Source: an optimization exercise on an open RTL-to-GDS flow (aim: small area, a short achievable clock period and few clock cycles per item). Production flows keep margins and buffers that such runs may drop.
At most, simulation tests tie the RTL to the original design; equivalence was not proved.
No functional check of the RTL was part of run 1.
No activity file was given, so power comes from the tool's default toggle rates.

**flow/run.sh**
```bash
#!/bin/bash
# synth_recipe.tcl (not shown) runs the flow's synth.tcl, then flattens the netlist and writes it again
# the make line also repeats each setting of config.mk as NAME=value (left out here)
make -C /OpenROAD-flow-scripts/flow DESIGN_CONFIG=/design/flow/config.mk WORK_HOME=/design/flow/orfs CLKGATE_MAP_FILE= SYNTH_SCRIPT=/design/flow/synth_recipe.tcl finish
```
**flow/config.mk**
```make
export PLATFORM = sky130hd
export DESIGN_NAME = div
export DESIGN_NICKNAME = div
export VERILOG_FILES = /design/flow/design.v
export SDC_FILE = /design/flow/constraint.sdc
export NUM_CORES = 4
export LEC_CHECK = 0
export CAP_MARGIN = 20
export CORE_MARGIN = 2
export CORE_UTILIZATION = 40
export PLACE_DENSITY = 0.6
export SETUP_SLACK_MARGIN = 2
export SLEW_MARGIN = 20
```
**flow/constraint.sdc**
```tcl
create_clock -name core_clock -period 6.0 [get_ports {clk}]
set_input_delay 1.2000 -clock core_clock [delete_from_list [all_inputs] [get_ports {clk}]]
set_output_delay 1.2000 -clock core_clock [all_outputs]
set_load 0.01 [all_outputs]
```
**flow/design.v**
```verilog
/*verilator lint_off DECLFILENAME*/
module exe_log2_plus_one
(
    input [31:0] in,
    output [5:0] out
);
    wire [7:0] v;
    wire [1:0] p [0:7];
    genvar g;
    generate
        for (g = 0; g < 8; g = g + 1) begin : nib
            wire [3:0] x = in[4*g+3:4*g];
            assign v[g] = |x;
            assign p[g] = x[3] ? 2'd3 : x[2] ? 2'd2 : x[1] ? 2'd1 : 2'd0;
        end
    endgenerate
    wire [2:0] k = v[7] ? 3'd7 : v[6] ? 3'd6 : v[5] ? 3'd5 : v[4] ? 3'd4 :
                   v[3] ? 3'd3 : v[2] ? 3'd2 : v[1] ? 3'd1 : 3'd0;
    assign out = (|v) ? {1'b0, k, p[k]} : 6'b111111;
endmodule
module exe_add_pfx #(parameter W = 32, parameter L = 5)
(
    input  [W-1:0] a,
    input  [W-1:0] b,
    input          ci,
    output [W-1:0] s,
    output         co
);
    wire [W-1:0] g [0:L];
    wire [W-1:0] p [0:L];
    assign g[0] = a & b;
    assign p[0] = a ^ b;
    genvar i, j;
    generate
        for (i = 0; i < L; i = i + 1) begin : lvl
            for (j = 0; j < W; j = j + 1) begin : bt
                if (j & (1 << i)) begin : blk
                    localparam integer K = ((j >> i) << i) - 1;
                    assign g[i+1][j] = g[i][j] | (p[i][j] & g[i][K]);
                    assign p[i+1][j] = p[i][j] & p[i][K];
                end else begin : pass
                    assign g[i+1][j] = g[i][j];
                    assign p[i+1][j] = p[i][j];
                end
            end
        end
    endgenerate
    wire [W:0] c;
    assign c[0] = ci;
    generate
        for (j = 1; j <= W; j = j + 1) begin : cy
            assign c[j] = g[L][j-1] | (p[L][j-1] & ci);
        end
    endgenerate
    assign s  = p[0] ^ c[W-1:0];
    assign co = c[W];
endmodule
module exe_neg_pfx #(parameter W = 32, parameter L = 5)
(
    input  [W-1:0] x,
    output [W-1:0] y
);
    wire [W-1:0] o [0:L];
    assign o[0] = x;
    genvar i, j;
    generate
        for (i = 0; i < L; i = i + 1) begin : lvl
            for (j = 0; j < W; j = j + 1) begin : bt
                if (j & (1 << i)) begin : blk
                    localparam integer K = ((j >> i) << i) - 1;
                    assign o[i+1][j] = o[i][j] | o[i][K];
                end else begin : pass
                    assign o[i+1][j] = o[i][j];
                end
            end
        end
    endgenerate
    assign y = x ^ {o[L][W-2:0], 1'b0};
endmodule
/*verilator lint_off DECLFILENAME*/
module div(
    input [0:0]         clk,
    input [0:0]         rstn,
    input flush_by_writeback,
    input [0:0]         div_en_in,
    input [0:0]         div_op,
    input [0:0]         div_sign,
    input [ 31:0 ]      div_sr0,
    input [ 31:0 ]      div_sr1,
    input [ 4:0 ]       div_addr_in,
    input [31:0]        div_pc_in,
    input [31:0]        div_inst_in,
    output reg [0:0]    div_en_out,
    output reg [0:0]    stall_by_div,
    output [ 31:0 ]     div_result,
    output [ 4:0 ]      div_addr_out,
    output [31:0]       div_pc_out,
    output [31:0]       div_inst_out
);
localparam PREP = 2'd0;
localparam ITER = 2'd1;
localparam NEG  = 2'd2;
reg [1:0]  phase;
reg [31:0] rem;       
reg [34:0] y;         
reg        cin;       
reg [31:0] quo;       
reg [5:0]  pa;        
reg [5:0]  pb;        
reg        bz;        
reg [4:0]  cnt;       
reg        sa_r;      
reg        qn;        
reg        sel;       
reg        neg;       
reg [4:0]  addr;
reg [31:0] pc;
reg [31:0] inst;
wire        sa = div_sign & div_sr0[31];
wire        sb = div_sign & div_sr1[31];
wire [5:0]  pa_w;
wire [5:0]  pb_w;
exe_log2_plus_one log2_1(sa ? {~div_sr0[30:0], 1'b1} : div_sr0, pa_w);
exe_log2_plus_one log2_2(div_sr1 ^ {32{sb}}, pb_w);
wire [6:0]  d;
wire        d_co;
exe_add_pfx #(.W(7), .L(3)) dsub (.a({pa[5], pa}), .b(~{pb[5], pb}), .ci(1'b1), .s(d), .co(d_co));
wire        go  = ~d[6] & ~bz;
wire [69:0] ysh = {y, {35{cin}}} << {d[5:1], 1'b0};
wire [34:0] y2 = {y[33:0], cin};
wire [31:0] t1, t2, t3;
wire [2:0]  h1, h2;
wire [3:0]  h3;
wire        c1, c2, c3;
exe_add_pfx #(.W(35), .L(6)) add1 (.a({3'b000, rem}), .b(y),  .ci(cin), .s({h1, t1}), .co(c1));
exe_add_pfx #(.W(35), .L(6)) add2 (.a({3'b000, rem}), .b(y2), .ci(cin), .s({h2, t2}), .co(c2));
wire [34:0] cs_s = {3'b000, rem} ^ y ^ y2;
wire [34:0] cs_c = ({3'b000, rem} & y) | ({3'b000, rem} & y2) | (y & y2);
exe_add_pfx #(.W(36), .L(6)) add3 (.a({1'b0, cs_s}), .b({cs_c, cin}), .ci(cin), .s({h3, t3}), .co(c3));
wire        ge1 = c1;
wire        ge2 = c2;
wire        ge3 = c3;
wire [31:0] rn  = ({32{ge3}} & t3) | ({32{ge2 & ~ge3}} & t2) |
                  ({32{ge1 & ~ge2}} & t1) | ({32{~ge1}} & rem);
wire [31:0] mag = sel ? rem : quo;
wire [31:0] nmag;
exe_neg_pfx #(.W(32), .L(5)) ng (.x(mag), .y(nmag));
assign div_result   = mag;
assign div_addr_out = addr;
assign div_pc_out   = pc;
assign div_inst_out = inst;
wire start = div_en_in & ~div_en_out;
wire fin   = (phase == NEG) || (phase == ITER && cnt == 0 && !neg) ||
             (phase == PREP && !go);
always @(posedge clk) begin
    if (!rstn || flush_by_writeback) begin
        stall_by_div <= 0;
        div_en_out   <= 0;
    end else if (stall_by_div) begin
        if (fin) begin
            stall_by_div <= 0;
            div_en_out   <= 1;
        end
    end else begin
        stall_by_div <= start;
        div_en_out   <= 0;
    end
end
always @(posedge clk) begin
    if (stall_by_div) begin
        case (phase)
            PREP: begin
                if (sa_r & go) rem <= nmag;
                quo   <= 0;
                y     <= ysh[69:35];
                cnt   <= d[5:1];
                neg   <= go & (sel ? sa_r : qn);
                phase <= ITER;
            end
            ITER: begin
                rem <= rn;
                quo <= {quo[29:0], ge2, ge3 | (ge1 & ~ge2)};
                y   <= {2'b11, y[34:2]};
                cnt <= cnt - 1;
                if (cnt == 0) phase <= NEG;
            end
            default: begin
                rem <= nmag;
                quo <= {quo[29:0], ge2, ge3 | (ge1 & ~ge2)};
                y   <= {2'b11, y[34:2]};
                sel <= 1;
            end
        endcase
    end else begin
        phase <= PREP;
        rem   <= div_sr0;
        quo   <= div_sr0;
        y     <= {3'b111, div_sr1 ^ {32{~sb}}};
        cin   <= ~sb;
        pa    <= pa_w;
        pb    <= pb_w;
        bz    <= div_sr1 == 0;
        sa_r  <= sa;
        qn    <= sa ^ sb;
        sel   <= div_op;
        addr  <= div_addr_in;
        pc    <= div_pc_in;
        inst  <= div_inst_in;
    end
end
endmodule
```
==> results of run 1 <==
==> through the flow <==
stage / utilization (%) / worst slack (ps) / power (mW)
after floorplan: - / 1950 / 4.21
after global placement: 47.9 / 878 / 5.27
after detailed placement: 47.9 / 798 / 5.30
after CTS: 49.8 / 1800 / 6.62
after global routing: 50.6 / 1880 / 7.19
final: 50.6 / 2080 / 6.79
==> worst paths after layout <==
path / slack, ps / from / to / depth (start not counted)
max: 2080 / rem[25] / rem[14] / 9
max reg2reg: 2080 / rem[25] / rem[14] / 9
min reg2reg: 460 / quo[6] / quo[8] / 2
min: 460 / quo[6] / quo[8] / 2
==> layer usage <==
metal  vias to the layer above  wire, µm
met5                         -         0
met4                         0      2450
li1                       7398         -
met1                      7675     25300
met2                       800     27700
met3                       130      5040
==> state kept, by name (all words and copies together) (netlist names), 5 cells and up <==
name  cells
y        35
inst     32
pc       32
quo      32
rem      32
pa        6
pb        6
addr      5
cnt       5
==> area by class of cell <==
type	instances	area share, %
clock inverter	15	0.877
tap	532	3.22
multi-input combinational	1485	53.7
timing repair buffer	296	13.9
inverter	58	1.08
antenna	1	0.0121
clock buffer	17	2.06
sequential	195	25.1
==> cells in the final DEF, fill, tap and decap left out, drive strengths merged, types with 15 or more instances in the layout <==
cell           count
o211ai            16
buf               55
nor2             109
nor3              48
dfxtp             70
and3              18
clkdlybuf4s50    240
xor2              41
a211oi            30
o2bb2ai           16
a221oi            32
mux2              20
inv               63
mux4              18
a31oi             31
a21o              42
nand2            173
xnor2            103
o21ai            119
a21oi            134
clkbuf            17
o21a              15
nand2b            17
nor2b             28
o22ai             35
nand3             46
nand4             27
edfxtp           125
ha               117
mux2i             56
fa                33
==> cells by family (layout without fill, tap and decap cells) <==
logic type / count (synthesis) / after routing / synth area share, %
muxes: 94 / 94 / 7.16
AOI/OAI and AO/OA: 563 / 565 / 22.3
buffers and inverters: 151 / 386 / 3.64
DFF: 195 / 195 / 31.0
adders and majority gates: 150 / 150 / 12.8
xor gates and xnor gates: 144 / 144 / 7.59
and+or+nand+nor: 532 / 532 / 15.5
other: 0 / 1 / 0
==> repair_timing <==
item,in CTS,in global routing
setup buffers,11,16
resized for setup,42,38
pin swaps,4,4
hold buffers,0,0
setup endpoints to repair,37,40
cloned,1,1
==> worst max-delay path: cells and delay by family, from the launching register on <==
kind	cells	cell delay [ps]
AND/OR/NAND/NOR	4	1320
adder cells (fa/ha/maj)	2	900
AO/OA/AOI/OAI	3	950
flip-flops	1	490
==> power by group <==
group	internal (mW)	switching, mW	total [mW]
combinational	1.61	2.16	3.77
sequential	1.57	0.237	1.81
clock	0.563	0.644	1.21
total	3.75	3.04	6.79
==> impl_metrics.json, run 1 <==
{
  "root_buffer": "clkbuf_16",
  "required_ps": 6250,
  "ant_nets": 0,
  "areaGrowthSynthToFinish_pct": 24.4,
  "grtUsageMet2_pct": 44.1,
  "status": "complete, no violations",
  "skew_ps": 20.0,
  "leakage_nw": 7.95,
  "grt_use_total_pct": 27.4,
  "cts_buffers": 17,
  "finalCritPeriodShare_pct": 65.3,
  "nets": 2342,
  "htreeDepth": 4,
  "cp_max_fo": 13,
  "fillers": 3874,
  "dp_hpwl_um": 44700,
  "drt_iter0_drc": 1489,
  "max_freq_mhz": 255,
  "gp_congestion": 0.985,
  "multi_input_area_mm2": 0.0111,
  "placementRows": 74,
  "placed_cells": 2536,
  "place_area_mm2": 0.0196,
  "worst_pin_slew_ps": 1090,
  "tns_ps": 0,
  "numPortBuffers": 241,
  "postSynthAreaPerCell_um2": 9.09,
  "worst_skew_pair.late_latency_ps": 510,
  "grt_pass1_vias": 15400,
  "hold_viol": 0,
  "cp-start-kind": "register",
  "grt.overflow.total": 0,
  "crit_path_end_kind": "register",
  "start_util_pct": 40.6,
  "vias": 16000,
  "drc": 0,
  "core_region_area_mm2": 0.0409,
  "synth_cell_types": 82,
  "slew_headroom_pct": 27.2,
  "antenna_found_initial": 1,
  "critPathKind": "reg -> reg",
  "async_flop_share_pct": 0,
  "finalMaxSlewViolations": 0,
  "worstPathArrival_ps": 4170,
  "synthTopCellsByCount": "nand2_1 (173), a21oi_1 (134), edfxtp_1 (125), ha_1 (117), o21ai_0 (115)",
  "fin_area_mm2": 0.0207,
  "first_pass_iters": 6,
  "finalCriticalPeriod_ps": 3920,
  "fp.dieW_um": 208,
  "synth_top_area_cell": "edfxtp_1",
  "power_density_mw_per_mm2": 328,
  "routed_wl_um": 60500,
  "wl_per_cell_um": 23.3,
  "grt_use_met3_pct": 4.57,
  "dieArea_mm2": 0.0432,
  "seq_area_mm2": 0.00520,
  "synth_ff_type": "edfxtp_1",
  "ys_seq_area_share_pct": 31.0,
  "die_h_um": 208,
  "instances_no_fill": 2599,
  "hold_class": "reg -> reg",
  "synth-seq-cells": 195,
  "cpMaxStageDelayCell": "or4_1",
  "yosys_warnings": 6,
  "cts_tree": "yes",
  "synth_edf_count": 125,
  "hold_ws_ps": 456,
  "viasPerCell": 6.16,
  "cts_buffer_depth": 2,
  "io_pins": 242,
  "netlist_instances": 1829,
  "clock_sinks": 195,
  "synth_area_leaders": "edfxtp_1 (23%), ha_1 (8.8%), dfxtp_1 (8.4%)",
  "synthDominantCellAreaShare_pct": 22.6,
  "cap_violations": 0,
  "slowest_delay_ps": 720,
  "clk_pin_slew_ps": 80,
  "finalSetupViolCount": 0,
  "met1_usage_pct": 36.5,
  "drive_gt1_share_pct": 10.2,
  "rsz0062_at_grt": "true",
  "synth.most_common_cell": "nand2_1",
  "busiest_layer": "met2",
  "grt_max_degree": 80,
  "synthesis.nets": 2118,
  "peakVddDrop_v": 0.000211,
  "grt_pass1_wl_um": 91800,
  "crit_chain": "fa_1 -> ha_1 -> nand4_1 -> or4_1 -> o21a_4 -> and2_4 -> a221o_1 -> a221oi_1 -> nor2_1",
  "syn_area_mm2": 0.0166
}
==> inputs of run 2 (changes only) <==
--- a/flow/design.v
+++ b/flow/design.v
@@ -76,6 +76,24 @@
         end
     endgenerate
     assign y = x ^ {o[L][W-2:0], 1'b0};
+endmodule
+module exe_orup_pfx #(parameter W = 32, parameter L = 5)
+(
+    input  [W-1:0] x,
+    output [W-1:0] y
+);
+    wire [W-1:0] r;
+    wire [W-1:0] o;
+    genvar j;
+    generate
+        for (j = 0; j < W; j = j + 1) begin : rv
+            assign r[j] = x[W-1-j];
+            assign y[j] = o[W-1-j];
+        end
+    endgenerate
+    wire [W-1:0] n;
+    exe_neg_pfx #(.W(W), .L(L)) p (.x(r), .y(n));
+    assign o = r | (r ^ n);
 endmodule
 /*verilator lint_off DECLFILENAME*/
 module div(
@@ -107,7 +125,6 @@
 reg [31:0] quo;       
 reg [5:0]  pa;        
 reg [5:0]  pb;        
-reg        bz;        
 reg [4:0]  cnt;       
 reg        sa_r;      
 reg        qn;        
@@ -120,12 +137,17 @@
 wire        sb = div_sign & div_sr1[31];
 wire [5:0]  pa_w;
 wire [5:0]  pb_w;
-exe_log2_plus_one log2_1(sa ? {~div_sr0[30:0], 1'b1} : div_sr0, pa_w);
-exe_log2_plus_one log2_2(div_sr1 ^ {32{sb}}, pb_w);
+wire [31:0] xa = sa ? {~div_sr0[30:0], 1'b1} : div_sr0;
+wire [31:0] xb = div_sr1 ^ {32{sb}};
+wire        bz_w = div_sr1 == 0;
+exe_log2_plus_one log2_1(xa, pa_w);
+exe_log2_plus_one log2_2(xb, pb_w);
+wire [31:0] ta;       
+exe_orup_pfx #(.W(32), .L(5)) oa (.x(xa), .y(ta));
+wire        skip = bz_w | (|(xb & ~ta));
 wire [6:0]  d;
 wire        d_co;
 exe_add_pfx #(.W(7), .L(3)) dsub (.a({pa[5], pa}), .b(~{pb[5], pb}), .ci(1'b1), .s(d), .co(d_co));
-wire        go  = ~d[6] & ~bz;
 wire [69:0] ysh = {y, {35{cin}}} << {d[5:1], 1'b0};
 wire [34:0] y2 = {y[33:0], cin};
 wire [31:0] t1, t2, t3;
@@ -150,8 +172,7 @@
 assign div_pc_out   = pc;
 assign div_inst_out = inst;
 wire start = div_en_in & ~div_en_out;
-wire fin   = (phase == NEG) || (phase == ITER && cnt == 0 && !neg) ||
-             (phase == PREP && !go);
+wire fin   = (phase == NEG) || (phase == ITER && cnt == 0 && !neg);
 always @(posedge clk) begin
     if (!rstn || flush_by_writeback) begin
         stall_by_div <= 0;
@@ -162,19 +183,19 @@
             div_en_out   <= 1;
         end
     end else begin
-        stall_by_div <= start;
-        div_en_out   <= 0;
+        stall_by_div <= start & ~skip;
+        div_en_out   <= start & skip;
     end
 end
 always @(posedge clk) begin
     if (stall_by_div) begin
         case (phase)
             PREP: begin
-                if (sa_r & go) rem <= nmag;
+                if (sa_r) rem <= nmag;
                 quo   <= 0;
                 y     <= ysh[69:35];
                 cnt   <= d[5:1];
-                neg   <= go & (sel ? sa_r : qn);
+                neg   <= sel ? sa_r : qn;
                 phase <= ITER;
             end
             ITER: begin
@@ -194,15 +215,15 @@
     end else begin
         phase <= PREP;
         rem   <= div_sr0;
-        quo   <= div_sr0;
+        quo   <= skip ? 32'd0 : div_sr0;
         y     <= {3'b111, div_sr1 ^ {32{~sb}}};
         cin   <= ~sb;
         pa    <= pa_w;
         pb    <= pb_w;
-        bz    <= div_sr1 == 0;
         sa_r  <= sa;
         qn    <= sa ^ sb;
         sel   <= div_op;
+        neg   <= 0;
         addr  <= div_addr_in;
         pc    <= div_pc_in;
         inst  <= div_inst_in;
--- a/flow/config.mk
+++ b/flow/config.mk
@@ -9,5 +9,5 @@
 export CORE_MARGIN = 2
 export CORE_UTILIZATION = 40
 export PLACE_DENSITY = 0.6
-export SETUP_SLACK_MARGIN = 2
+export SETUP_SLACK_MARGIN = 2.2
 export SLEW_MARGIN = 20
==> run 2 against run 1 <==
Effect of this change:
- clock-buffer cell count did not move
- via count rose by 5.5%
- combinational power rose by 15%
- non-clock buffer count rose by 56
- critical endpoint is now rem[16]
- design area rose by 6.3%
- critical path depth rose by 5
- routed wire length rose by 10%
- largest power group unchanged
- still clean
- largest cell class unchanged
==> impl_metrics.json, run 2 <==
{
  "crit_path_end_kind": "register",
  "final_common_cell": "clkdlybuf4s50_1",
  "ys_seq_area_share_pct": 30.3,
  "instances_no_fill": 2742,
  "cp-start-kind": "register",
  "cpMaxStageDelayCell": "dfxtp_2",
  "syn_area_mm2": 0.0169,
  "antenna_found_initial": 0,
  "drt_iter0_drc": 1722,
  "synth_ff_type": "edfxtp_1",
  "synth_area_leaders": "edfxtp_1 (22%), ha_1 (8.6%), dfxtp_1 (8.4%)",
  "drive_gt1_share_pct": 14.4,
  "power_frac_seq_pct": 24.6,
  "wl_met2_um": 29400,
  "fp.dieW_um": 209,
  "synth_edf_count": 123,
  "worst_pin_slew_ps": 978,
  "multi_input_area_mm2": 0.0118,
  "synth-seq-cells": 194,
  "worst_skew_pair.late_latency_ps": 480,
  "pwr-share-comb_pct": 59.1,
  "layout_common_cells": "clkdlybuf4s50_1 (232), nand2_1 (175), a21oi_1 (156)",
  "netlist_instances": 1916,
  "skew_ps": 10.4,
  "cts_buffer_depth": 2,
  "max_freq_mhz": 262,
  "r2r_setup_slack_ps": 2190,
  "fillers": 3849,
  "yosys_warnings": 6,
  "synthesis.nets": 2204,
  "drc": 0,
  "dp_hpwl_um": 49100,
  "grt_use_total_pct": 28.9,
  "cap_violations": 0,
  "synth_cell_types": 81,
  "gp_congestion": 0.955,
  "sw_frac_of_total_pct": 45.6,
  "worstPathArrival_ps": 4040,
  "postSynthAreaPerCell_um2": 8.81,
  "synthDominantCellAreaShare_pct": 21.9,
  "leakage_nw": 8.50,
  "grt_max_degree": 59,
  "crit_family": "compound AO/OA/AOI/OAI gates",
  "numPortBuffers": 241,
  "dr_wl_met3_um": 5730,
  "root_buffer": "clkbuf_16",
  "seq_area_mm2": 0.00520,
  "async_flop_share_pct": 0,
  "top_layer_used": "met4",
  "finalCritPeriodShare_pct": 63.5,
  "clock_power_share_pct": 16.3,
  "placed_cells": 2630,
  "routed_wl_um": 66700,
  "finalCriticalPeriod_ps": 3810,
  "largest_reg_flops": 35,
  "core_region_area_mm2": 0.0418,
  "io_pins": 242,
  "hold_viol": 0,
  "tns_ps": 0,
  "dieArea_mm2": 0.0438,
  "htreeDepth": 4,
  "p_int_mw": 4.00,
  "vias": 16900,
  "viasPerCell": 6.16,
  "hold_class": "reg -> reg",
  "nets": 2478,
  "peakVddDrop_v": 0.000242,
  "slowest_delay_ps": 470,
  "synth.most_common_cell": "nand2_1",
  "areaGrowthSynthToFinish_pct": 30.3,
  "final_util_pct": 52.7,
  "cts_tree": "yes",
  "finalMaxSlewViolations": 0,
  "grt_pass1_vias": 15600,
  "met1_length_um": 29100,
  "crit_chain": "fa_1 -> ha_1 -> o211ai_1 -> o31a_1 -> o21ai_4 -> a21oi_2 -> buf_4 -> or2_4 -> o31ai_4 -> nor2b_4 -> buf_12 -> clkbuf_16 -> a22oi_1 -> a21oi_1",
  "cp_max_fo": 8,
  "cts-hold-fix-buffers": 0,
  "ant_nets": 0,
  "largest-register": "y",
  "wl_per_cell_um": 24.3,
  "synthTopCellsByCount": "nand2_1 (176), a21oi_1 (165), o21ai_0 (137), nor2_1 (125), edfxtp_1 (123)",
  "cts_buffers": 17,
  "rsz0062_at_grt": "true",
  "critPathKind": "reg -> reg",
  "placementRows": 75,
  "path_buf_inv": 3,
  "status": "complete, no violations",
  "first_pass_iters": 5,
  "synth_top_area_cell": "edfxtp_1",
  "die_h_um": 209,
  "required_ps": 6230,
  "p_total_mw": 7.35,
  "grt.overflow.total": 0,
  "power_density_mw_per_mm2": 334,
  "p_sw_mw": 3.35,
  "start_util_pct": 40.4,
  "finalSetupViolCount": 0,
  "slew_headroom_pct": 34.6,
  "clock_sinks": 194,
  "grt_pass1_wl_um": 96600,
  "clk_pin_slew_ps": 90,
  "antennaDiodeCount": 0
}
-- run 2: logic make-up after synthesis --
logic type,share of synthesized area (%)
flip-flops,30.3
XOR/XNOR,7.84
adder cells (fa/ha/maj),12.5
multiplexers,5.46
AO/OA/AOI/OAI,25.3
AND/OR/NAND/NOR,14.9
buffers and inverters,3.67
-- run 2: metal layers --
metal	GRT usage [%]	up-vias
met5	0	-
met4	11.3	0
met3	5.13	141
met2	44.5	833
met1	40.3	8137
li1	-	7771
-- run 2: repair_timing --
| action | 4_1_cts | 5_1_grt |
|---|---|---|
| setup endpoints to repair | 83 | 81 |
| resized for setup | 60 | 134 |
| pin swaps | 6 | 41 |
| buffers inserted | 17 | 55 |
| gates cloned | 1 | 7 |
-- run 2: power groups by stage --
stage	registers [mW]	logic, mW	clock network, mW
finish	1.81	4.34	1.20
global route	1.82	4.69	1.26
CTS	1.81	3.69	1.22
detailed placement	1.84	3.57	0
global placement	1.84	3.53	0
floorplan	1.74	2.51	0
-- run 2: layout make-up --
| class | instances | share of cell area, % |
|---|---|---|
| clock buffers | 17 | 1.93 |
| well taps | 539 | 3.07 |
| clock inverters | 15 | 0.706 |
| repair buffers | 352 | 15.8 |
| multi-input cells | 1567 | 53.8 |
| inverters | 58 | 1.03 |
| flip-flops and latches | 194 | 23.6 |
-- run 2: final timing paths --
path | end | start | cells past startpoint
setup reg to reg | rem[16] | y[2] | 14
hold / removal | quo[30] | quo[28] | 1
hold reg to reg | quo[30] | quo[28] | 1
setup / recovery | rem[16] | y[2] | 14
-- run 2: stage by stage --
stage	instance area [µm²]	setup slack [ps]	hold slack (ps)
2_1_floorplan	17000	2130	426
3_3_place_gp	19900	1180	458
3_5_place_dp	19900	1070	454
4_1_cts	20800	2090	472
5_1_grt	22000	2070	493
6_report	22000	2190	475
Testbench counts of run 2, summed over its fixed seeds: cycles 83,215, items 12,000.
==> inputs of run 3 (changes only) <==
--- a/flow/config.mk
+++ b/flow/config.mk
@@ -9,5 +9,5 @@
 export CORE_MARGIN = 2
 export CORE_UTILIZATION = 40
 export PLACE_DENSITY = 0.6
-export SETUP_SLACK_MARGIN = 2.2
+export SETUP_SLACK_MARGIN = 1.8
 export SLEW_MARGIN = 20
==> run 3 against run 2 <==
Effect of this change:
- still clean
- sequential power about the same
- clock skew up 3.0 ps
- worst setup slack worse by 260 ps
- utilization down 2.7 points
- clock-buffer cell count is 1 higher
- synthesized area unchanged
- combinational power decreased by 11%
- flip-flop and latch count unchanged
- clock power rose by 8%
- die area is the same
- final cell count fell by 2.1%
- via count fell by 1.2%
- largest power group unchanged
==> impl_metrics.json, run 3 <==
{
  "io_pins": 242,
  "crit_family": "compound AO/OA/AOI/OAI gates",
  "status": "complete, no violations",
  "cts_tree": "yes",
  "synthTopCellsByCount": "nand2_1 (176), a21oi_1 (165), o21ai_0 (137), nor2_1 (125), edfxtp_1 (123)",
  "hold_ws_ps": 474,
  "async_flop_share_pct": 0,
  "hp-start": "quo[28]",
  "finalCriticalPeriod_ps": 4070,
  "worst_pin_slew_ps": 1030,
  "routed_wl_um": 66700,
  "largest-register": "y",
  "finalMaxSlewViolations": 0,
  "rsz0062_at_grt": "false",
  "ant_nets": 0,
  "r2r_start": "rem[9]",
  "synth_edf_count": 123,
  "clock_sinks": 194,
  "synth_top_area_cell": "edfxtp_1",
  "hold_viol": 0,
  "peakVddDrop_v": 0.000265,
  "synthesis.nets": 2204,
  "power_frac_seq_pct": 25.7,
  "largest_reg_flops": 35,
  "path_buf_inv": 1,
  "vias": 16700,
  "grt_pass1_wl_um": 99400,
  "yosys_warnings": 6,
  "leakage_nw": 8.06,
  "skew_ps": 13.5,
  "cp-start-kind": "register",
  "dp_hpwl_um": 50300,
  "finalCritPeriodShare_pct": 67.8,
  "synth-seq-cells": 194,
  "drive_gt1_share_pct": 8.43,
  "required_ps": 6230,
  "areaGrowthSynthToFinish_pct": 23.6,
  "wl_per_cell_um": 24.8,
  "grt.overflow.total": 0,
  "p_sw_mw": 3.18,
  "synth_cell_types": 81,
  "die_h_um": 209,
  "cpMaxStageDelayCell": "o21ai_0",
  "clk_pin_slew_ps": 90,
  "start_util_pct": 40.4,
  "cap_violations": 0,
  "hold_class": "reg -> reg",
  "synth.most_common_cell": "nand2_1",
  "crit_chain": "ha_1 -> a21oi_1 -> o21ai_0 -> a21oi_1 -> nor2_1 -> a22oi_1 -> o21ai_0 -> a32oi_4 -> buf_4 -> a221o_1 -> a221oi_1 -> nor2_1",
  "clock_power_share_pct": 18.6,
  "dp_slack_ps": 1030,
  "postSynthAreaPerCell_um2": 8.81,
  "drt_iter0_drc": 1589,
  "fp.dieW_um": 209,
  "p_int_mw": 3.76,
  "nets": 2421,
  "cp-startpoint": "rem[9]",
  "cp_max_fo": 14,
  "grt_use_total_pct": 29.9,
  "first_pass_iters": 5,
  "synth_ff_type": "edfxtp_1",
  "core_region_area_mm2": 0.0418,
  "grt_max_degree": 59,
  "netlist_instances": 1916,
  "final_util_pct": 49.9,
  "synthDominantCellAreaShare_pct": 21.9,
  "max_freq_mhz": 246,
  "slew_headroom_pct": 31.5,
  "p_total_mw": 6.95,
  "pwr-share-comb_pct": 55.7,
  "cts_buffers": 17,
  "layout_common_cells": "clkdlybuf4s50_1 (240), nand2_1 (176), a21oi_1 (164)",
  "power_density_mw_per_mm2": 333,
  "worst_skew_pair.late_latency_ps": 480,
  "tns_ps": 0,
  "numPortBuffers": 241,
  "placementRows": 75,
  "critPathKind": "reg -> reg",
  "worstPathArrival_ps": 4300,
  "crit_path_end_kind": "register",
  "ys_seq_area_share_pct": 30.3,
  "antenna_found_initial": 0,
  "final_common_cell": "clkdlybuf4s50_1",
  "syn_area_mm2": 0.0169,
  "dieArea_mm2": 0.0438,
  "gp_congestion": 0.945,
  "finalSetupViolCount": 0,
  "sw_frac_of_total_pct": 45.8,
  "synth_area_leaders": "edfxtp_1 (22%), ha_1 (8.6%), dfxtp_1 (8.4%)",
  "antennaDiodeCount": 0,
  "grt_pass1_vias": 15900,
  "root_buffer": "clkbuf_16",
  "cts_buffer_depth": 2,
  "drc": 0,
  "worst_slack_ps": 1930,
  "htreeDepth": 4,
  "slowest_delay_ps": 620,
  "viasPerCell": 6.21
}
[run 3: cell types whose count changed in the layout (fill, tap and decap cells not counted), sizes merged, moves of 2 or more]
cell	before	now
clkbuf	23	18
inv	68	66
buf	106	53
clkinvlp	2	0
clkinv	3	5
dlygate4sd2	2	0
clkdlybuf4s50	232	240
dlymetal6s2s	5	1
[run 3: path summary, 6_finish.rpt]
check        endpoint  slack (ps)  cells after the start
max           rem[13]        1930                     12
min           quo[30]         470                      1
max reg2reg   rem[13]        1930                     12
min reg2reg   quo[30]         470                      1
[run 3: power groups by stage]
| stage | logic (mW) | registers, mW | clock network, mW |
|---|---|---|---|
| finish | 3.87 | 1.79 | 1.29 |
| global route | 4.19 | 1.80 | 1.36 |
| CTS | 3.77 | 1.78 | 1.31 |
| detailed placement | 3.65 | 1.81 | 0 |
| global placement | 3.65 | 1.80 | 0 |
| floorplan | 2.50 | 1.74 | 0 |
[run 3: cell type report]
cell class	count	area [µm²]
well taps	539	674
clock inverters	14	201
clock buffers	18	439
repair buffers	294	2850
fillers	3966	20900
flip-flops and latches	194	5140
inverters	58	223
multi-input cells	1568	11300
[run 3: metal layers]
metal | share of wire [%] | global-route usage (%)
met1 | 43 | 41.3
met2 | 44 | 46.1
met5 | 0 | 0
met3 | 8.7 | 5.81
met4 | 3.6 | 11.5
[run 3: stage by stage]
step	std cells	cell area, µm²
finish	2685	20900
global route	2685	20900
CTS	2684	20800
detailed placement	2636	20000
global placement	2636	20000
floorplan	1916	16900
[run 3: logic make-up after synthesis]
| family | share of synthesized area (%) |
|---|---|
| AOI/OAI and AO/OA | 25.3 |
| and+or+nand+nor | 14.9 |
| DFF | 30.3 |
| buffers and inverters | 3.67 |
| xor gates and xnor gates | 7.84 |
| adders and majority gates | 12.5 |
| muxes | 5.46 |
[run 3: what timing repair did]
| action | 4_1_cts | 5_1_grt |
|---|---|---|
| pin swaps | 5 | 0 |
| setup endpoints to repair | 68 | 74 |
| setup buffers | 14 | 1 |
| cloned | 2 | 0 |
| hold buffers | 0 | 0 |
| gates resized for setup | 15 | 27 |
==> inputs of run 4 (changes only) <==
--- a/flow/config.mk
+++ b/flow/config.mk
@@ -9,5 +9,5 @@
 export CORE_MARGIN = 2
 export CORE_UTILIZATION = 40
 export PLACE_DENSITY = 0.6
-export SETUP_SLACK_MARGIN = 1.8
+export SETUP_SLACK_MARGIN = 2.4
 export SLEW_MARGIN = 20
==> run 4 against run 3 <==
Effect of this change:
- critical path depth is 2 higher
- final cell count grew 2.8%
- via count increased by 3.4%
- worst setup slack improved by 330 ps
- total power rose by 7.1%
- synthesized cell count unchanged
- clock power fell by 7%
- flip-flop and latch count unchanged
- sequential share of layout area shrank 1.4 points
- combinational power grew 15%
- critical path type unchanged
- critical endpoint is now rem[31]
- largest cell class unchanged
- highest routed layer unchanged
==> impl_metrics.json, run 4 <==
{
  "max_freq_mhz": 267,
  "drt_iter0_drc": 1685,
  "leakage_nw": 8.72,
  "areaGrowthSynthToFinish_pct": 33.0,
  "hold_viol": 0,
  "ant_nets": 0,
  "critPathKind": "reg -> reg",
  "finalCriticalPeriod_ps": 3740,
  "clock_sinks": 194,
  "vias": 17200,
  "fillers": 3867,
  "synth_edf_count": 123,
  "tns_ps": 0,
  "nets": 2497,
  "cts-hold-fix-buffers": 0,
  "cts_buffer_depth": 2,
  "status": "complete, no violations",
  "r2r_setup_slack_ps": 2260,
  "dieArea_mm2": 0.0438,
  "synthTopCellsByCount": "nand2_1 (176), a21oi_1 (165), o21ai_0 (137), nor2_1 (125), edfxtp_1 (123)",
  "whs_path_depth": 1,
  "skew_ps": 10.9,
  "io_pins": 242,
  "grtUsageMet2_pct": 47.7,
  "htreeDepth": 4,
  "cts_buffers": 17,
  "instances_no_fill": 2761,
  "peakVddDrop_v": 0.000220,
  "numPortBuffers": 241,
  "root_buffer": "clkbuf_16",
  "cap_violations": 0,
  "gp_congestion": 1.01,
  "synthDominantCellAreaShare_pct": 21.9,
  "synth.most_common_cell": "nand2_1",
  "syn_area_mm2": 0.0169,
  "cp-start-kind": "register",
  "start_util_pct": 40.4,
  "worstPathArrival_ps": 3970,
  "cts_tree": "yes",
  "hold_end": "quo[8]",
  "cp_max_fo": 4,
  "final_common_cell": "clkdlybuf4s50_1",
  "clk_pin_slew_ps": 80,
  "yosys_warnings": 6,
  "finalSetupViolCount": 0,
  "crit_path_end_kind": "register",
  "antennaDiodeCount": 0,
  "hp-start": "quo[6]",
  "grt_use_met3_pct": 5.78,
  "met1_usage_pct": 40.2,
  "core_region_area_mm2": 0.0418,
  "synth_ff_type": "edfxtp_1",
  "die_h_um": 209,
  "synth_top_area_cell": "edfxtp_1",
  "antenna_found_initial": 0,
  "wl_per_cell_um": 25.0,
  "largest_reg_flops": 35,
  "layout_common_cells": "clkdlybuf4s50_1 (223), nand2_1 (173), a21oi_1 (152)",
  "grt_use_total_pct": 30.1,
  "busiest_layer": "met2",
  "fp.dieW_um": 209,
  "largest-register": "y",
  "synthesis.nets": 2204,
  "rsz0062_at_grt": "true",
  "synth-seq-cells": 194,
  "dp_hpwl_um": 49300,
  "viasPerCell": 6.25,
  "synth_area_leaders": "edfxtp_1 (22%), ha_1 (8.6%), dfxtp_1 (8.4%)",
  "first_pass_iters": 7,
  "placed_cells": 2630,
  "power_density_mw_per_mm2": 332,
  "placementRows": 75,
  "netlist_instances": 1916,
  "worst_skew_pair.late_latency_ps": 480,
  "drive_gt1_share_pct": 16.7,
  "required_ps": 6230,
  "p_total_mw": 7.44,
  "hold_ws_ps": 460,
  "grt_max_degree": 65,
  "slew_headroom_pct": 39.4,
  "async_flop_share_pct": 0,
  "routed_wl_um": 68900,
  "r2r_end": "rem[31]",
  "grt_pass1_wl_um": 100000,
  "finalMaxSlewViolations": 0,
  "drc": 0,
  "hold_class": "reg -> reg",
  "synth_cell_types": 81,
  "r2r_cells": 14,
  "r2r_start": "sel",
  "postSynthAreaPerCell_um2": 8.81,
  "grt.overflow.total": 0,
  "grt_pass1_vias": 16500,
  "finalCritPeriodShare_pct": 62.3,
  "ys_seq_area_share_pct": 30.3,
  "worst_pin_slew_ps": 908
}
run 4: stage by stage:
stage	instance area, µm²	util (%)	setup WS, ps
floorplan	17000	-	2130
global placement	19900	47.7	1020
detailed placement	19900	47.7	993
CTS	21500	51.6	2260
global route	22400	53.7	2160
finish	22400	53.7	2260
run 4: power breakdown:
part	switching (mW)	leakage (nW)	total (mW)	internal, mW
Combinational	2.56	6.57	4.45	1.89
Sequential	0.219	1.86	1.79	1.57
Clock	0.605	0.286	1.20	0.593
Total	3.38	8.72	7.44	4.06
run 4: how the worst max path moves through the flow:
stage	start	to	slack [ps]	cells after the start
CTS	sel	rem[31]	2260	14
global route	sel	rem[31]	2160	14
finish	sel	rem[31]	2260	14
detailed placement	div_sr1[31]	stall_by_div	990	13
global placement	div_sr1[31]	stall_by_div	1020	13
floorplan	sel	rem[31]	2130	18
run 4: repair_timing:
action / in CTS / in global routing
setup endpoints to repair: 113 / 99
pin swaps: 19 / 56
buffers inserted: 60 / 32
endpoints found under the hold margin: 0 / 0
resized for setup: 143 / 128
cloned: 3 / 4
run 4: critical path, stage by stage (launching register included):
cell and delay, ps:
edfxtp_1 460, buf_6 170, mux2_4 320, inv_4 60
ha_4 150, o221ai_4 150, nor4_4 170, buf_4 180
or4b_4 510, or3_4 460, nor3_4 250, nand4_1 200
xnor2_1 210, a31o_1 160, a21oi_1 40
run 4: per-layer routing:
| metal | part of all wire (%) | vias up | routed length [µm] |
|---|---|---|---|
| li1 | - | 7820 | - |
| met1 | 42 | 8394 | 28700 |
| met2 | 46 | 878 | 31400 |
| met3 | 8.5 | 154 | 5840 |
| met4 | 4.3 | 0 | 2970 |
| met5 | 0 | - | 0 |
run 4: kinds of logic after synthesis:
family	after synthesis	share of synthesized area [%]
compound gates	654	25.3
xor+xnor	151	7.84
fa+ha+maj	149	12.5
flops	194	30.3
mux	87	5.46
simple gates	525	14.9
buf+inv	156	3.67
run 4: cell type report:
class | instances | area, µm² | area share [%]
Clock inverter | 15 | 171 | 0.764
Multi-Input combinational cell | 1567 | 12000 | 53.6
Clock buffer | 17 | 425 | 1.90
Tap cell | 539 | 674 | 3.01
Inverter | 58 | 234 | 1.04
Sequential cell | 194 | 5200 | 23.2
Timing Repair Buffer | 371 | 3700 | 16.5
==> inputs of run 5 (changes only) <==
--- a/flow/config.mk
+++ b/flow/config.mk
@@ -8,6 +8,6 @@
 export CAP_MARGIN = 20
 export CORE_MARGIN = 2
 export CORE_UTILIZATION = 40
-export PLACE_DENSITY = 0.6
-export SETUP_SLACK_MARGIN = 2.4
+export PLACE_DENSITY = 0.5
+export SETUP_SLACK_MARGIN = 2
 export SLEW_MARGIN = 20
==> run 5 against run 4 <==
Effect of this change:
- design area shrank 7.0%
- maximum frequency shrank 5.6%
- routed wire length shrank 2.7%
- combinational power shrank 13%
- critical path depth shrank 1
- largest power group unchanged
- final cell count shrank 2.7%
==> impl_metrics.json, run 5 <==
{
  "layout_common_cells": "clkdlybuf4s50_1 (236), nand2_1 (176), a21oi_1 (164)",
  "power_density_mw_per_mm2": 328,
  "netlist_instances": 1916,
  "leakage_nw": 8.06,
  "skew_ps": 10.8,
  "grt.overflow.total": 0,
  "r2r_setup_slack_ps": 2040,
  "drive_gt1_share_pct": 9.08,
  "synth_ff_type": "edfxtp_1",
  "io_pins": 242,
  "wl_per_cell_um": 25.0,
  "dieArea_mm2": 0.0438,
  "synth_cell_types": 81,
  "cts_buffer_depth": 2,
  "synth.most_common_cell": "nand2_1",
  "drc": 0,
  "hold_class": "reg -> reg",
  "nets": 2424,
  "worst_slack_ps": 2040,
  "crit_path_end_kind": "register",
  "finalCriticalPeriod_ps": 3960,
  "required_ps": 6250,
  "grt_max_degree": 67,
  "htreeDepth": 4,
  "synthDominantCellAreaShare_pct": 21.9,
  "synth_top_area_cell": "edfxtp_1",
  "root_buffer": "clkbuf_16",
  "cp-start-kind": "register",
  "sw_frac_of_total_pct": 46.1,
  "status": "complete, no violations",
  "largest_reg_flops": 35,
  "yosys_warnings": 6,
  "peakVddDrop_v": 0.000248,
  "start_util_pct": 40.4,
  "routed_wl_um": 67100,
  "cts_tree": "yes",
  "core_region_area_mm2": 0.0418,
  "crit_chain": "buf_4 -> ha_1 -> a21oi_1 -> o21ai_0 -> and2_1 -> a311oi_1 -> a22o_1 -> o21ai_0 -> a32oi_2 -> nor2_4 -> buf_4 -> a221oi_1 -> a31oi_1",
  "grt_pass1_vias": 15700,
  "synthesis.nets": 2204,
  "synthTopCellsByCount": "nand2_1 (176), a21oi_1 (165), o21ai_0 (137), nor2_1 (125), edfxtp_1 (123)",
  "cts_buffers": 17,
  "ant_nets": 0,
  "synthMuxAreaShare_pct": 5.46,
  "viasPerCell": 6.13,
  "placementRows": 75,
  "synthAdderAreaFrac_pct": 12.5,
  "p_int_mw": 3.69,
  "finalSetupViolCount": 0,
  "final_util_pct": 49.9,
  "slew_headroom_pct": 28.8,
  "finalMaxSlewViolations": 0,
  "path_buf_inv": 2,
  "ys_seq_area_share_pct": 30.3,
  "placed_cells": 2639,
  "largest-register": "y",
  "max_freq_mhz": 252,
  "hold_viol": 0,
  "slowest_delay_ps": 590,
  "first_pass_iters": 5,
  "tns_ps": 0,
  "worst_skew_pair.late_latency_ps": 510,
  "crit_family": "compound AO/OA/AOI/OAI gates",
  "dp_hpwl_um": 51500,
  "synth_xor_area_share_pct": 7.84,
  "async_flop_share_pct": 0,
  "synth_edf_count": 123,
  "yosys.area_share.simple_pct": 14.9,
  "numPortBuffers": 241,
  "areaGrowthSynthToFinish_pct": 23.6,
  "synth-compound-area-share_pct": 25.3,
  "instances_no_fill": 2687,
  "gp_congestion": 0.950,
  "fp.dieW_um": 209,
  "p_sw_mw": 3.16,
  "syn_area_mm2": 0.0169,
  "die_h_um": 209,
  "clock_power_share_pct": 17.4,
  "pwr-share-comb_pct": 56.7,
  "grt_use_total_pct": 30.5,
  "worstPathArrival_ps": 4210,
  "dp_slack_ps": 1060,
  "grt_pass1_wl_um": 100000,
  "synth-seq-cells": 194,
  "antennaDiodeCount": 0,
  "critPathKind": "reg -> reg",
  "postSynthAreaPerCell_um2": 8.81,
  "clk_pin_slew_ps": 90,
  "rsz0062_at_grt": "true",
  "finalCritPeriodShare_pct": 66.0,
  "final_common_cell": "clkdlybuf4s50_1",
  "worst_pin_slew_ps": 1050,
  "cp_max_fo": 12,
  "clock_sinks": 194,
  "cap_violations": 0,
  "cpMaxStageDelayCell": "a311oi_1",
  "p_total_mw": 6.84,
  "synth_top_family_by_area": "compound AO/OA/AOI/OAI gates",
  "drt_iter0_drc": 1385,
  "synth_area_leaders": "edfxtp_1 (22%), ha_1 (8.6%), dfxtp_1 (8.4%)",
  "antenna_found_initial": 0,
  "vias": 16500,
  "power_frac_seq_pct": 26.0
}
==> run 5: cell counts after synthesis <==
No cell type changed its count.
==> run 5: cell families after synthesis <==
logic type,after synthesis
mux,87
buf+inv,156
compound gates,654
flops,194
xor+xnor,151
simple gates,525
fa+ha+maj,149
==> run 5: what timing repair did <==
item	CTS	global route
setup endpoints to repair	93	72
pin swaps	4	9
setup buffers	8	9
hold buffers	0	0
resized for setup	33	34
==> run 5: per-stage QoR <==
| stage | hold slack [ps] | area (µm²) |
|---|---|---|
| after floorplan | 426 | 16900 |
| after global routing | 495 | 20900 |
| after CTS | 462 | 20700 |
| after global placement | 442 | 20000 |
| final | 466 | 20900 |
| after detailed placement | 443 | 20000 |
==> run 5: final timing paths <==
kind / depth (start not counted) / startpoint / endpoint
setup reg to reg: 13 / y[17] / rem[30]
hold / removal: 2 / neg / neg
hold reg to reg: 2 / neg / neg
setup / recovery: 13 / y[17] / rem[30]
==> run 5: power by group through the flow <==
stage / registers, mW / logic (mW) / clock network (mW)
after floorplan: 1.74 / 2.50 / 0
after global placement: 1.81 / 3.66 / 0
after detailed placement: 1.81 / 3.68 / 0
after CTS: 1.77 / 3.75 / 1.21
after global routing: 1.79 / 4.21 / 1.25
final: 1.78 / 3.88 / 1.19
==> run 5: routing by layer <==
| metal | GRT usage, % | wire length [µm] |
|---|---|---|
| met5 | 0 | 0 |
| met4 | 10.2 | 1890 |
| met3 | 5.18 | 4850 |
| met2 | 48.6 | 30300 |
| met1 | 42.0 | 30000 |
==> run 5: cell type report <==
class,instances,area [µm²]
fillers,3988,20900
multi-input cells,1566,11400
flip-flops and latches,194,5140
repair buffers,299,2880
well taps,539,674
clock buffers,17,425
inverters,58,224
clock inverters,14,145
==> run 5: worst reg2reg max path, stage by stage (launching register included) <==
cell	delay, ps
dfxtp_2	520
buf_4	250
ha_1	290
a21oi_1	140
o21ai_0	200
and2_1	210
a311oi_1	590
a22o_1	220
o21ai_0	160
a32oi_2	300
nor2_4	70
buf_4	210
a221oi_1	400
a31oi_1	140
==> inputs of run 6 (changes only) <==
--- a/flow/config.mk
+++ b/flow/config.mk
@@ -7,7 +7,7 @@
 export LEC_CHECK = 0
 export CAP_MARGIN = 20
 export CORE_MARGIN = 2
-export CORE_UTILIZATION = 40
-export PLACE_DENSITY = 0.5
+export CORE_UTILIZATION = 50
+export PLACE_DENSITY = 0.65
 export SETUP_SLACK_MARGIN = 2
 export SLEW_MARGIN = 20
==> run 6 against run 5 <==
Effect of this change:
- clock skew is 5.8 ps higher
- non-clock buffer count is 12 higher
- routed wire length is 5.7% lower
- critical path depth is 1 lower
- die area is 20% lower
- utilization is 13 points higher
- combinational power is 2% lower
- clock power hardly changed
- total power is 0.51% lower
- synthesized area stayed put
- via count is 3.1% higher
- worst setup slack better by 5.7 ps
- largest power group unchanged
==> impl_metrics.json, run 6 <==
{
  "tns_ps": 0,
  "gp_congestion": 0.999,
  "finalCritPeriodShare_pct": 65.9,
  "fillers": 2971,
  "crit_path_end_kind": "register",
  "skew_ps": 16.6,
  "synth_xor_area_share_pct": 7.84,
  "synthDominantCellAreaShare_pct": 21.9,
  "wl_per_cell_um": 24.2,
  "crit_family": "compound AO/OA/AOI/OAI gates",
  "leakage_nw": 8.16,
  "grt_pass1_vias": 15900,
  "critPathKind": "in -> reg",
  "largest-register": "y",
  "grtUsageMet2_pct": 54.1,
  "clock_power_share_pct": 17.7,
  "cp_max_fo": 34,
  "synth_ff_type": "edfxtp_1",
  "dieArea_mm2": 0.0352,
  "synth.most_common_cell": "nand2_1",
  "hold_viol": 0,
  "areaGrowthSynthToFinish_pct": 23.9,
  "layout_common_cells": "clkdlybuf4s50_1 (238), nand2_1 (176), a21oi_1 (163)",
  "yosys_warnings": 6,
  "synth_cell_types": 81,
  "final_common_cell": "clkdlybuf4s50_1",
  "grt_use_total_pct": 34.8,
  "peakVddDrop_v": 0.000275,
  "synth_top_area_cell": "edfxtp_1",
  "htreeDepth": 4,
  "met1_usage_pct": 46.8,
  "sw_frac_of_total_pct": 45.0,
  "ys_seq_area_share_pct": 30.3,
  "pwr-share-comb_pct": 55.8,
  "synthAdderAreaFrac_pct": 12.5,
  "path_buf_inv": 2,
  "yosys.area_share.simple_pct": 14.9,
  "busiest_layer": "met2",
  "viasPerCell": 6.50,
  "rsz0062_at_grt": "true",
  "slowest_delay_ps": 670,
  "r2r_cells": 12,
  "cts_buffers": 17,
  "start_util_pct": 50.6,
  "syn_area_mm2": 0.0169,
  "p_total_mw": 6.81,
  "cts-hold-fix-buffers": 0,
  "antennaDiodeCount": 0,
  "cpMaxStageDelayCell": "clkdlybuf4s50_1",
  "cp-start-kind": "input port",
  "async_flop_share_pct": 0,
  "worst_pin_slew_ps": 1030,
  "power_frac_seq_pct": 26.5,
  "synth_top_family_by_area": "compound AO/OA/AOI/OAI gates",
  "grt_use_met3_pct": 6.91,
  "root_buffer": "clkbuf_16",
  "grt.overflow.total": 0,
  "grt_max_degree": 57,
  "cap_violations": 0,
  "cts_tree": "yes",
  "worstPathArrival_ps": 4350,
  "clock_sinks": 194,
  "worst_skew_pair.late_latency_ps": 470,
  "cts_buffer_depth": 2,
  "drc": 0,
  "numPortBuffers": 241,
  "ant_nets": 0,
  "finalCriticalPeriod_ps": 3960,
  "io_pins": 242,
  "p_int_mw": 3.75,
  "antenna_found_initial": 1,
  "synth_edf_count": 123,
  "postSynthAreaPerCell_um2": 8.81,
  "finalSetupViolCount": 0,
  "routed_wl_um": 63200,
  "synth_area_leaders": "edfxtp_1 (22%), ha_1 (8.6%), dfxtp_1 (8.4%)",
  "required_ps": 6390,
  "finalMaxSlewViolations": 0,
  "clk_pin_slew_ps": 80,
  "whs_path_depth": 2,
  "drt_iter0_drc": 1956,
  "synth-seq-cells": 194,
  "hold_class": "reg -> reg",
  "crit_chain": "clkdlybuf4s50_1 -> and4_1 -> a22oi_1 -> o32ai_1 -> o21ai_0 -> a31oi_1 -> o21ai_1 -> a31oi_2 -> a2111oi_4 -> buf_12 -> nand2_1 -> a21boi_0",
  "fp.dieW_um": 188,
  "largest_reg_flops": 35,
  "nets": 2438,
  "die_h_um": 188,
  "drive_gt1_share_pct": 9.99,
  "synthesis.nets": 2204,
  "synthTopCellsByCount": "nand2_1 (176), a21oi_1 (165), o21ai_0 (137), nor2_1 (125), edfxtp_1 (123)",
  "grt_pass1_wl_um": 94900,
  "first_pass_iters": 6,
  "max_freq_mhz": 253,
  "synth-compound-area-share_pct": 25.3,
  "status": "complete, no violations",
  "placementRows": 67,
  "core_region_area_mm2": 0.0334,
  "vias": 17000,
  "crit_cells": 12,
  "slew_headroom_pct": 30.1,
  "p_sw_mw": 3.06,
  "netlist_instances": 1916,
  "synthMuxAreaShare_pct": 5.46,
  "power_density_mw_per_mm2": 326,
  "dp_hpwl_um": 47500
}
==> run 6: per-layer routing <==
layer  vias up  wire length, µm
li1       7717                -
met1      8073            26200
met2      1000            27700
met3       179             6200
met4         2             3060
met5         -                7
==> run 6: power by group through the flow <==
stage / Combinational, mW / Clock [mW] / Sequential [mW]
global placement: 3.49 / 0 / 1.84
detailed placement: 3.54 / 0 / 1.84
finish: 3.80 / 1.20 / 1.81
global route: 4.13 / 1.25 / 1.82
CTS: 3.61 / 1.21 / 1.80
floorplan: 2.50 / 0 / 1.74
==> run 6: timing repair <==
item	CTS	global route
pin swaps	2	7
setup buffers	10	27
gates resized for setup	33	49
setup endpoints to repair	91	70
gates cloned	0	2
==> run 6: final timing paths <==
path                            startpoint            to  slack, ps
worst min register to register         neg           neg        480
worst min-delay path                   neg           neg        480
worst max-delay path            div_sr0[1]  stall_by_div       2040
worst max register to register      rem[2]       rem[29]       2160
==> run 6: kinds of logic (layout without fill, tap and decap cells) <==
logic type	Yosys count	in the layout
xor+xnor	151	151
fa+ha+maj	149	149
simple gates	525	526
buf+inv	156	402
mux	87	87
flops	194	194
compound gates	654	654
==> run 6: worst min-delay path, delay by kind of cell (launching register included) <==
family | cells | cell delay (ps)
DFF | 1 | 340
and+or+nand+nor | 1 | 50
AOI/OAI and AO/OA | 1 | 50
==> run 6: final cells by class <==
cell class	instances	area [µm²]	share of cell area [%]
clock buffer	20	489	2.34
timing repair buffer	311	2990	14.3
inverter	58	229	1.09
multi-input combinational	1567	11400	54.4
clock inverter	12	105	0.503
timing repair inverter	1	5.00	0.0239
sequential	194	5160	24.7
tap	448	561	2.68
==> run 6: per-stage QoR <==
stage	hold WS (ps)	setup WS, ps	utilization, %	std cells	instance area (µm²)
finish	477	2040	62.7	2611	20900
CTS	475	2010	61.5	2582	20500
global placement	442	1280	59.3	2540	19800
global route	516	1970	62.7	2611	20900
detailed placement	455	1200	59.3	2540	19800
floorplan	426	2020	-	1916	16900
==> inputs of run 7 (changes only) <==
--- a/flow/config.mk
+++ b/flow/config.mk
@@ -7,7 +7,9 @@
 export LEC_CHECK = 0
 export CAP_MARGIN = 20
 export CORE_MARGIN = 2
-export CORE_UTILIZATION = 50
-export PLACE_DENSITY = 0.65
+export CORE_UTILIZATION = 40
+export CTS_CLUSTER_DIAMETER = 150
+export CTS_CLUSTER_SIZE = 50
+export PLACE_DENSITY = 0.6
 export SETUP_SLACK_MARGIN = 2
 export SLEW_MARGIN = 20
==> run 7 against run 6 <==
Effect of this change:
- utilization down 13 points
- largest cell class unchanged
- still clean
- critical path type is now reg -> out
- worst setup slack better by 38 ps
- global-route usage down 5.7 points
==> impl_metrics.json, run 7 <==
{
  "status": "complete, no violations",
  "r2r_cells": 12,
  "finalCritPeriodShare_pct": 65.3,
  "synthTopCellsByCount": "nand2_1 (176), a21oi_1 (165), o21ai_0 (137), nor2_1 (125), edfxtp_1 (123)",
  "finalSetupViolCount": 0,
  "fp.dieW_um": 209,
  "power_density_mw_per_mm2": 326,
  "synth_cell_types": 81,
  "cts_buffers": 17,
  "ant_nets": 0,
  "root_buffer": "clkbuf_16",
  "placed_cells": 2630,
  "fillers": 4014,
  "r2r_start": "rem[7]",
  "tns_ps": 0,
  "grt_max_degree": 55,
  "cpMaxStageDelayCell": "clkdlybuf4s50_1",
  "cts_buffer_depth": 2,
  "worstPathArrival_ps": 2720,
  "gp_congestion": 0.985,
  "drt_iter0_drc": 1491,
  "placementRows": 75,
  "wl_per_cell_um": 24.6,
  "largest-register": "y",
  "synth-seq-cells": 194,
  "grt_pass1_wl_um": 97300,
  "hp-start": "quo[26]",
  "skew_ps": 12.6,
  "cts-hold-fix-buffers": 0,
  "htreeDepth": 4,
  "hold_viol": 0,
  "leakage_nw": 8.06,
  "crit_path_end_kind": "output port",
  "netlist_instances": 1916,
  "core_region_area_mm2": 0.0418,
  "cp-start-kind": "register",
  "whs_path_depth": 1,
  "cap_violations": 0,
  "synth_top_area_cell": "edfxtp_1",
  "grt.overflow.total": 0,
  "slowest_delay_ps": 570,
  "finalCriticalPeriod_ps": 3920,
  "synth.most_common_cell": "nand2_1",
  "ys_seq_area_share_pct": 30.3,
  "synthDominantCellAreaShare_pct": 21.9,
  "cp-startpoint": "sel",
  "slew_headroom_pct": 26.1,
  "clock_sinks": 194,
  "peakVddDrop_v": 0.000214,
  "viasPerCell": 6.18,
  "antennaDiodeCount": 0,
  "crit_chain": "buf_12 -> buf_4 -> mux2i_1 -> inv_1 -> clkdlybuf4s50_1",
  "routed_wl_um": 66100,
  "yosys_warnings": 6,
  "max_freq_mhz": 255,
  "first_pass_iters": 8,
  "grt_use_total_pct": 29.2,
  "drive_gt1_share_pct": 9.37,
  "path_buf_inv": 4,
  "largest_reg_flops": 35,
  "rsz0062_at_grt": "true",
  "dieArea_mm2": 0.0438,
  "async_flop_share_pct": 0,
  "seq_area_mm2": 0.00514,
  "io_pins": 242,
  "drc": 0,
  "dp_hpwl_um": 49600,
  "required_ps": 4800,
  "synth_area_leaders": "edfxtp_1 (22%), ha_1 (8.6%), dfxtp_1 (8.4%)",
  "synth_ff_type": "edfxtp_1",
  "crit_family": "buffers and inverters",
  "final_common_cell": "clkdlybuf4s50_1",
  "numPortBuffers": 241,
  "critPathKind": "reg -> out",
  "vias": 16600,
  "antenna_found_initial": 1,
  "postSynthAreaPerCell_um2": 8.81,
  "hold_class": "reg -> reg",
  "synthesis.nets": 2204,
  "worst_pin_slew_ps": 1110,
  "syn_area_mm2": 0.0169,
  "layout_common_cells": "clkdlybuf4s50_1 (240), nand2_1 (176), a21oi_1 (163)",
  "synth_edf_count": 123,
  "place_area_mm2": 0.0199,
  "worst_skew_pair.late_latency_ps": 480,
  "crit_cells": 5,
  "areaGrowthSynthToFinish_pct": 24.0,
  "instances_no_fill": 2685,
  "cts_tree": "yes",
  "grt_pass1_vias": 15800,
  "finalMaxSlewViolations": 0,
  "fin_area_mm2": 0.0209,
  "nets": 2421,
  "multi_input_area_mm2": 0.0114,
  "start_util_pct": 40.4,
  "cp_max_fo": 28,
  "clk_pin_slew_ps": 90,
  "die_h_um": 209
}
run 7: report_power, final:
group | total (mW) | internal [mW] | switching [mW]
registers | 1.81 | 1.57 | 0.236
logic | 3.83 | 1.55 | 2.28
clock network | 1.19 | 0.561 | 0.631
run 7: cell type report:
| type | count | share of cell area, % |
|---|---|---|
| Sequential cell | 194 | 24.6 |
| Multi-Input combinational cell | 1568 | 54.6 |
| Inverter | 58 | 1.09 |
| Clock inverter | 14 | 0.760 |
| Timing Repair Buffer | 294 | 13.7 |
| Clock buffer | 18 | 2.05 |
| Tap cell | 539 | 3.22 |
run 7: cells by family after synthesis:
family | after synthesis | share of synthesized area, %
AOI/OAI and AO/OA | 654 | 25.3
and+or+nand+nor | 525 | 14.9
muxes | 87 | 5.46
buffers and inverters | 156 | 3.67
adders and majority gates | 149 | 12.5
xor gates and xnor gates | 151 | 7.84
DFF | 194 | 30.3
run 7: worst paths after layout:
path	endpoint	slack, ps
worst max register to register	rem[8]	2090
worst max-delay path	div_result[29]	2080
worst min register to register	quo[28]	480
worst min-delay path	quo[28]	480
run 7: routing by layer:
metal | vias up | global-route usage [%] | wire length [µm]
met2 | 843 | 45.9 | 29600
met5 | - | 0 | 0
li1 | 7674 | - | -
met3 | 132 | 5.96 | 5790
met1 | 7950 | 39.3 | 27900
met4 | 0 | 11.6 | 2710
run 7: worst reg2reg max path, cell delays in order, from the launching register on:
cell and delay (ps):
edfxtp_1 500, buf_4 180, ha_1 310, and3_1 210
a221oi_1 520, a21bo_2 310, a211oi_2 130, o21ai_0 240
o21ai_2 80, buf_4 190, nor2_2 710, a221oi_1 180
a21oi_1 190
run 7: metrics by stage:
step	util [%]	worst slack, ps	hold slack (ps)	total power, mW
detailed placement	47.6	1180	459	5.43
global route	50.1	1980	495	7.25
floorplan	-	2020	426	4.25
CTS	49.3	1950	478	6.66
global placement	47.6	1280	452	5.39
finish	50.1	2080	478	6.83
run 7: timing repair:
| action | CTS | global route |
|---|---|---|
| setup endpoints to repair | 93 | 73 |
| buffers inserted | 6 | 15 |
| pin swaps | 4 | 7 |
| gates resized for setup | 24 | 52 |
| gates cloned | 0 | 2 |
==> inputs of run 8 (changes only) <==
--- a/flow/config.mk
+++ b/flow/config.mk
@@ -8,8 +8,7 @@
 export CAP_MARGIN = 20
 export CORE_MARGIN = 2
 export CORE_UTILIZATION = 40
-export CTS_CLUSTER_DIAMETER = 150
-export CTS_CLUSTER_SIZE = 50
 export PLACE_DENSITY = 0.6
 export SETUP_SLACK_MARGIN = 2
 export SLEW_MARGIN = 20
+export TNS_END_PERCENT = 5
==> run 8 against run 7 <==
Effect of this change:
- sequential power hardly changed
- sequential share of layout area up 0.12 points
- routed wire length decreased by 0.54%
- maximum frequency is 0.58% lower
- flip-flop and latch count is the same
- worst setup slack got worse by 23 ps
- still clean on timing, DRC and antenna
- register-to-register slack worse by 30 ps
- final cell count shrank 0.26%
- combinational power decreased by 1%
- clock power is essentially flat
- design area down 0.51%
- clock-buffer cell count is the same
==> impl_metrics.json, run 8 <==
{
  "cp-start-kind": "register",
  "crit_end": "rem[20]",
  "skew_ps": 12.7,
  "fillers": 4008,
  "io_pins": 242,
  "rsz0062_at_grt": "true",
  "async_flop_share_pct": 0,
  "grt_use_total_pct": 29.2,
  "slew_headroom_pct": 25.8,
  "root_buffer": "clkbuf_16",
  "cts-hold-fix-buffers": 0,
  "clk_pin_slew_ps": 80,
  "numPortBuffers": 241,
  "largest_reg_flops": 35,
  "synth_cell_types": 81,
  "worstPathArrival_ps": 4160,
  "htreeDepth": 4,
  "synth_ff_type": "edfxtp_1",
  "drc": 0,
  "finalCritPeriodShare_pct": 65.7,
  "finalMaxSlewViolations": 0,
  "grt_pass1_vias": 15800,
  "synthDominantCellAreaShare_pct": 21.9,
  "clock_power_share_pct": 17.6,
  "hold_viol": 0,
  "start_util_pct": 40.4,
  "cts_buffer_depth": 2,
  "synthTopCellsByCount": "nand2_1 (176), a21oi_1 (165), o21ai_0 (137), nor2_1 (125), edfxtp_1 (123)",
  "postSynthAreaPerCell_um2": 8.81,
  "cp_max_fo": 32,
  "fp.dieW_um": 209,
  "largest-register": "y",
  "synth_area_leaders": "edfxtp_1 (22%), ha_1 (8.6%), dfxtp_1 (8.4%)",
  "power_frac_seq_pct": 26.6,
  "core_region_area_mm2": 0.0418,
  "grt.overflow.total": 0,
  "grt_max_degree": 55,
  "vias": 16500,
  "nets": 2414,
  "cts_tree": "yes",
  "dp_hpwl_um": 49600,
  "grt_pass1_wl_um": 97200,
  "ys_seq_area_share_pct": 30.3,
  "power_density_mw_per_mm2": 326,
  "ant_nets": 0,
  "dieArea_mm2": 0.0438,
  "synth-seq-cells": 194,
  "p_int_mw": 3.66,
  "clock_sinks": 194,
  "routed_wl_um": 65700,
  "final_common_cell": "clkdlybuf4s50_1",
  "worst_skew_pair.late_latency_ps": 480,
  "antenna_found_initial": 1,
  "finalSetupViolCount": 0,
  "layout_common_cells": "clkdlybuf4s50_1 (240), nand2_1 (176), a21oi_1 (164)",
  "netlist_instances": 1916,
  "r2r_cells": 12,
  "required_ps": 6220,
  "worst_pin_slew_ps": 1110,
  "sw_frac_of_total_pct": 46.0,
  "drt_iter0_drc": 1653,
  "r2r_start": "rem[7]",
  "p_sw_mw": 3.12,
  "first_pass_iters": 6,
  "placementRows": 75,
  "areaGrowthSynthToFinish_pct": 23.3,
  "drive_gt1_share_pct": 8.56,
  "antennaDiodeCount": 0,
  "yosys_warnings": 6,
  "tns_ps": 0,
  "cts_buffers": 17,
  "hold_ws_ps": 479,
  "peakVddDrop_v": 0.000214,
  "die_h_um": 209,
  "synth_edf_count": 123,
  "cap_violations": 0,
  "status": "complete, no violations",
  "synthesis.nets": 2204,
  "critPathKind": "reg -> reg",
  "wl_per_cell_um": 24.5,
  "viasPerCell": 6.18,
  "synth.most_common_cell": "nand2_1",
  "r2r_end": "rem[20]",
  "cp-startpoint": "rem[7]",
  "pwr-share-comb_pct": 55.8,
  "finalCriticalPeriod_ps": 3940,
  "gp_congestion": 0.985,
  "syn_area_mm2": 0.0169,
  "max_freq_mhz": 254,
  "synth_top_area_cell": "edfxtp_1",
  "crit_path_end_kind": "register",
  "r2r_setup_slack_ps": 2060,
  "leakage_nw": 8.02,
  "hold_class": "reg -> reg"
}
-- run 8: cell counts after synthesis --
Identical to the previous run, type by type.
-- run 8: logic make-up (layout without fill, tap and decap cells) --
group / count (synthesis) / after routing / share of synthesized area, %
AOI/OAI and AO/OA: 654 / 654 / 25.3
and+or+nand+nor: 525 / 526 / 14.9
DFF: 194 / 194 / 30.3
buffers and inverters: 156 / 378 / 3.67
xor gates and xnor gates: 151 / 151 / 7.84
adders and majority gates: 149 / 149 / 12.5
muxes: 87 / 87 / 5.46
-- run 8: what timing repair did --
action / CTS / global route
buffers inserted: 5 / 10
resized for setup: 19 / 42
setup endpoints to repair: 93 / 75
pin swaps: 1 / 7
cloned: 0 / 1
-- run 8: cell type report --
type                    count  area (µm²)  area share [%]
flip-flops and latches    194        5140            24.7
clock inverters            14         159           0.764
multi-input cells        1567       11400            54.6
repair buffers            288        2820            13.6
clock buffers              18         429            2.06
inverters                  58         228            1.09
well taps                 539         674            3.24
-- run 8: metal layers --
metal  vias up  global-route usage (%)  wire length (µm)
met5         -                       0                 0
met4         0                    11.7              2670
met3       132                    5.97              5660
met2       817                    45.8             29300
met1      7937                    39.3             28100
li1       7659                       -                 -
-- run 8: how the worst min path moves through the flow --
stage	from	endpoint	slack, ps	cells after the start
global route	quo[27]	quo[29]	500	1
detailed placement	quo[1]	quo[3]	460	1
CTS	quo[26]	quo[28]	480	1
finish	quo[1]	quo[3]	480	1
global placement	quo[1]	quo[3]	450	1
floorplan	neg	neg	430	2
-- run 8: power by group through the flow --
| stage | combinational, mW | sequential (mW) | clock, mW |
|---|---|---|---|
| 2_1_floorplan | 2.50 | 1.74 | 0 |
| 3_3_place_gp | 3.56 | 1.83 | 0 |
| 5_1_grt | 4.11 | 1.82 | 1.27 |
| 6_report | 3.78 | 1.81 | 1.19 |
| 3_5_place_dp | 3.59 | 1.83 | 0 |
| 4_1_cts | 3.64 | 1.80 | 1.21 |
-- run 8: critical path, cell delays in order, from the launching register on --
cell and delay (ps):
edfxtp_1 520, fa_1 520, ha_1 410, nand4_1 130
o31a_1 400, o21ai_4 270, a21oi_4 120, or2_2 340
o31ai_4 260, nor2b_2 80, buf_8 190, a221oi_1 330
nor2_1 60
-- run 8: stage by stage --
| step | setup slack [ps] | instances | instance area, µm² | power (mW) | utilization, % |
|---|---|---|---|---|---|
| after floorplan | 2020 | 1916 | 16900 | 4.25 | - |
| after global placement | 1280 | 2630 | 19900 | 5.39 | 47.6 |
| after detailed placement | 1180 | 2630 | 19900 | 5.43 | 47.6 |
| after CTS | 1930 | 2667 | 20600 | 6.66 | 49.3 |
| after global routing | 1940 | 2678 | 20800 | 7.20 | 49.8 |
| final | 2060 | 2678 | 20800 | 6.78 | 49.8 |
